Context: an optimization exercise on an open-source flow, tuned for small area and a short achievable clock period. The choices shown serve that exercise and are no tape-out recipe. Function was checked by simulation only, so behaviour that the tests miss may differ from the original. Power is estimated from default activity; no workload was simulated.

== build 67 ==
// FIRLPF
module FIRLPF(
       input                     Clock,
       input                     Rst_n,
       input      signed  [31:0] InputData1,
       output     signed  [31:0] OutputData
);
reg [5:0] Count;
always @(posedge Clock or negedge Rst_n)
  if (!Rst_n)             Count <= 6'd0;
  else if (Count < 6'd39) Count <= Count + 6'd1;
  else                    Count <= 6'd0;
reg [21:0] rom;
always @* begin
  case (Count)
    6'd0: rom = 22'b0000100010000000000000;
    6'd1: rom = 22'b0000100010000000000000;
    6'd2: rom = 22'b0000100010000000000000;
    6'd3: rom = 22'b0001000000000000000000;
    6'd4: rom = 22'b0000000000100000000000;
    6'd5: rom = 22'b0000010100000000000000;
    6'd6: rom = 22'b0000100000000000000001;
    6'd7: rom = 22'b0000000010000000000001;
    6'd8: rom = 22'b0001001000000000000000;
    6'd9: rom = 22'b0000010010000100000000;
    6'd10: rom = 22'b0001000000000010100001;
    6'd11: rom = 22'b0000011000000100101000;
    6'd12: rom = 22'b0010100001010000000001;
    6'd13: rom = 22'b0100000010000010000000;
    6'd14: rom = 22'b0100000000100100101000;
    6'd15: rom = 22'b1000010000000000011000;
    6'd16: rom = 22'b1000100001000000100100;
    6'd17: rom = 22'b0010001000000101001000;
    6'd18: rom = 22'b0100010000001001000010;
    6'd19: rom = 22'b0100010000100101000001;
    6'd20: rom = 22'b0100010000100101000001;
    6'd21: rom = 22'b0100010000001001000010;
    6'd22: rom = 22'b0010001000000101001000;
    6'd23: rom = 22'b1000100001000000100100;
    6'd24: rom = 22'b1000010000000000011000;
  ...
For scale: roughly 2100 cells after synthesis, ~400 flip-flops, about 66 I/O pins, ~22000 um^2 of cells after synthesis.
Settings: LEC_CHECK=0, CAP_MARGIN=20, CELL_PAD_IN_SITES_DETAIL_PLACEMENT=1, CORE_MARGIN=2, CORE_UTILIZATION=30, PLACE_DENSITY=0.5, SLEW_MARGIN=20, SYNTH_HIERARCHICAL=1, SYNTH_MINIMUM_KEEP_SIZE=0; clock period 11.0 ns.
standard.sh (not shown) runs the stock make flow with config.mk's settings and CLKGATE_MAP_FILE= SYNTH_SCRIPT=/design/flow/synth_recipe.tcl, a recipe that flattens the netlist after the stock synthesis.
==> flow/flow/run.sh <==
#!/bin/bash
# The standard layout (standard.sh), with two changes to how it is made:
# - the port buffers that global placement inserts use buf_2 instead of the
#   flow's default pick, a slow delay buffer;
# - repair_design also keeps each net's fanout at most 16, with real buffers rather than delay cells (pre_resize.tcl), so
#   high-fanout nets are buffered.
# Everything else, including synthesis, is the standard flow's. Each tool's
# full output goes to standard.log in the work folder (and the ORFS logs).
set -euo pipefail
here=$(cd "$(dirname "$0")" && pwd)
export BUFFER_PORTS_ARGS="-buffer_cell sky130_fd_sc_hd__buf_2"
export PRE_RESIZE_TCL="$here/pre_resize.tcl"
bash standard.sh > standard.log 2>&1
==> flow/flow/pre_resize.tcl <==
# Sourced by ORFS before repair_design (placement resizing step): buffer
# high-fanout nets and keep transitions short, with ordinary buffers rather
# than delay cells.
set_dont_use [get_lib_cells {sky130_fd_sc_hd__clkdlybuf4s* sky130_fd_sc_hd__dlygate* sky130_fd_sc_hd__dlymetal* sky130_fd_sc_hd__buf_1 sky130_fd_sc_hd__clkbuf_1}]
set_max_fanout 16 [current_design]
set_max_transition 0.2 [current_design]
No stage failed in build 67, and the final checks on the layout all came back clean.
What build 71 does differently from build 67 at the input level:
==> flow/run.sh (new file) <==
#!/bin/bash
# synth_recipe.tcl (not shown) runs the flow's synth.tcl, then flattens the netlist and writes it again
# the make line also repeats each setting of config.mk as NAME=value (left out here)
make -C /OpenROAD-flow-scripts/flow DESIGN_CONFIG=/design/flow/config.mk WORK_HOME=/design/flow/orfs CLKGATE_MAP_FILE= SYNTH_SCRIPT=/design/flow/synth_recipe.tcl finish
removed: flow/flow/run.sh
removed: flow/flow/pre_resize.tcl
removed: flow/standard.sh
Notes after the runs:
Build 71 | status: complete | timing, DRC, antenna: pass
Build 71 vs build 67: count of clock-net buffers in the final layout down by a few percent
Cmp build 71 vs build 67: number of nets in the final layout lower in build 71
| worst clock skew | lower: build 67 |
Compared with build 67, build 71 shows stage delay of the slowest cell on the critical path higher by 0.05 ns.
In build 71, the combined area of the multi-input logic cells came out about 14% below the value in build 67.
When build 71 is measured against build 67, its met1 routed wirelength after detailed routing turns out about 10% lower.
Build 71 ended up with a lower area share of buffers outside the clock network than build 67 did.
> inputs changed (build 71 -> build 42)
Settings: putting CTS_CLUSTER_SIZE at 30 where nothing was set; putting CTS_CLUSTER_DIAMETER at 60 where nothing was set.
==> flow/flow/run.sh (new file) <==
#!/bin/bash
# The standard layout (standard.sh), with two changes to how it is made:
# - the port buffers that global placement inserts use buf_2 instead of the
#   flow's default pick, a slow delay buffer;
# - repair_design also keeps each net's fanout at most 6, with real buffers rather than delay cells (pre_resize.tcl), so
#   high-fanout nets are buffered.
# Everything else, including synthesis, is the standard flow's. Each tool's
# full output goes to standard.log in the work folder (and the ORFS logs).
set -euo pipefail
here=$(cd "$(dirname "$0")" && pwd)
export BUFFER_PORTS_ARGS="-buffer_cell sky130_fd_sc_hd__buf_2"
export PRE_RESIZE_TCL="$here/pre_resize.tcl"
bash standard.sh > standard.log 2>&1
==> flow/flow/pre_resize.tcl (new file) <==
# Sourced by ORFS before repair_design (placement resizing step): buffer
# high-fanout nets, and do it with ordinary buffers, not delay cells.
set_dont_use [get_lib_cells {sky130_fd_sc_hd__clkdlybuf4s* sky130_fd_sc_hd__dlygate* sky130_fd_sc_hd__dlymetal* sky130_fd_sc_hd__buf_1 sky130_fd_sc_hd__clkbuf_1}]
set_max_fanout 6 [current_design]
==> flow/standard.sh (new file) <==
#!/bin/bash
# synth_recipe.tcl (not shown) runs the flow's synth.tcl, then flattens the netlist and writes it again
# the make line also repeats each setting of config.mk as NAME=value (left out here)
make -C /OpenROAD-flow-scripts/flow DESIGN_CONFIG=/design/flow/config.mk WORK_HOME=/design/flow/orfs CLKGATE_MAP_FILE= SYNTH_SCRIPT=/design/flow/synth_recipe.tcl "${@:-finish}"
removed: flow/run.sh
When build 42 is measured against build 71, its count of placed standard cells including taps turns out about 13% higher. On cell count of the worst hold path, build 71 and build 42 are basically level. Against build 71, build 42 comes in 1300 um^2 higher on total non-filler cell area in the finished layout. Looking only at clock-buffer cell count, and setting everything else aside, the lower value of build 71 and build 42 goes to build 42. Period utilization is lower on build 42. Count of non-filler cells in the finished layout ended up about 12% higher on build 42 than on build 71. Build 42 vs build 71, most frequent standard cell in the layout excluding fill and tap cells: sky130_fd_sc_hd__buf_2 vs sky130_fd_sc_hd__dfxtp_1. Taking build 71 over build 42, the first-iteration DRC count ratio works out to 0.816. Build 42 vs. build 71: share of async-settable or async-resettable flops after synthesis comparable, combinational power up about 4%, half-perimeter wire length after placement rose 42%, total length of routed wires saw an increase.
[inputs] build 35 vs build 42
Settings: CTS_CLUSTER_SIZE removed (was 30); CTS_CLUSTER_DIAMETER removed (was 60).
==> comparison <==
- Build 35 finished end to end and its layout was clean on timing, DRC and antenna.
- Worst setup slack after layout for build 35: 0.0091 ns up relative to build 42
- On power of the sequential group, build 42 and build 35 are neck and neck.
- NOTE: final instance area in build 35 exceeds that of build 42
- Comparing build 42 with build 35, the routed via count came out essentially unchanged.
- Cmp build 42 and build 35 / wire length / lower: build 42
Edits applied to the flow inputs when going from build 35 to build 34:
==> flow/flow/run.sh <==
#!/bin/bash
# The standard layout (standard.sh) with one change to how it is made:
# the port buffers that global placement inserts use buf_2 instead of the
# flow's default pick, a slow delay buffer. Everything else, including
# synthesis, is the standard flow's. The tools' full output goes to
# standard.log in the work folder (and to the ORFS logs under orfs/logs).
set -euo pipefail
export BUFFER_PORTS_ARGS="-buffer_cell sky130_fd_sc_hd__buf_2"
bash standard.sh > standard.log 2>&1
removed: flow/flow/pre_resize.tcl
Notes after the runs:
For overall via count from detail_route, dividing the value from build 34 by the value from build 35 gives 0.880.
On power of the clock network, build 35 tracks build 34 almost exactly.
The run with more setup slack is build 34; build 35 has less.
Going from build 35 to build 34, total power now sits lower; number of diodes added for antenna fixing now sits lower.
Diff build 35 -> build 34: first-pass GRT wire length shows a reduction of 15%; register-to-register slack shows an increase of 0.02 ns; number of maximum-capacitance constraint violations shows no meaningful change; routed wire length shows a reduction of 17%; final critical-path required period shows a reduction of 0.020 ns.
The standard cells in build 34 occupy less silicon area than those in build 35 do.
Setup changes, build 34 to build 32
==> flow/flow/run.sh <==
#!/bin/bash
# The standard layout (standard.sh), with two changes to how it is made:
# - the port buffers that global placement inserts use buf_2 instead of the
#   flow's default pick, a slow delay buffer;
# - repair_design also keeps each net's fanout at most 16, with real buffers rather than delay cells (pre_resize.tcl), so
#   high-fanout nets are buffered.
# Everything else, including synthesis, is the standard flow's. Each tool's
# full output goes to standard.log in the work folder (and the ORFS logs).
set -euo pipefail
here=$(cd "$(dirname "$0")" && pwd)
export BUFFER_PORTS_ARGS="-buffer_cell sky130_fd_sc_hd__buf_2"
export PRE_RESIZE_TCL="$here/pre_resize.tcl"
bash standard.sh > standard.log 2>&1
==> flow/flow/pre_resize.tcl (new file) <==
# Sourced by ORFS before repair_design (placement resizing step): buffer
# high-fanout nets and keep transitions short, with ordinary buffers rather
# than delay cells.
set_dont_use [get_lib_cells {sky130_fd_sc_hd__clkdlybuf4s* sky130_fd_sc_hd__dlygate* sky130_fd_sc_hd__dlymetal* sky130_fd_sc_hd__buf_1 sky130_fd_sc_hd__clkbuf_1}]
set_max_fanout 10 [current_design]
set_max_transition 0.3 [current_design]
## What came out
Build 32 ended up with sky130_fd_sc_hd__ha_1 as its worst-path cell with the longest stage delay; build 34 ended up with sky130_fd_sc_hd__fa_1.
Build 32 reports its worst setup path endpoint as R0[24] while build 34 reports U[26].
The number of global-route vias before repair in build 32 is 1.17 times that in build 34.
Number of nets in the finished design is higher on build 32
When build 32 is set beside build 34, its minimum clock period turns out to be 0.31 ns larger.

==> what the ideal ports hide <==
Ports are ideal in the flow. The routed layouts listed here were re-timed in OpenROAD.
Step 1 assumes that a clkbuf_16 drives the clock port and a buf_2 every other input.
Step 2, shift: input delay + t, output delay - t, t = (earliest + latest rising clock arrival at the registers) / 2. This alone moves slack from input paths to output paths.
Slacks: ideal / step 1 / step 2; pairs: ideal / step 1.
run	t (ns)	setup WS [ns]	latest minus earliest clock arrival (ns)
build 67	0.667	5.741 / 5.741 / 5.741	0.033 / 0.033
build 71	0.652	7.172 / 7.110 / 7.224	0.049 / 0.050
build 42	0.625	7.304 / 7.304 / 7.304	0.056 / 0.056
build 35	0.642	7.313 / 7.313 / 7.313	0.036 / 0.036
build 34	0.647	7.332 / 7.332 / 7.332	0.023 / 0.023
build 32	0.661	7.024 / 7.024 / 7.024	0.043 / 0.044
After both steps every run listed still meets setup and hold.
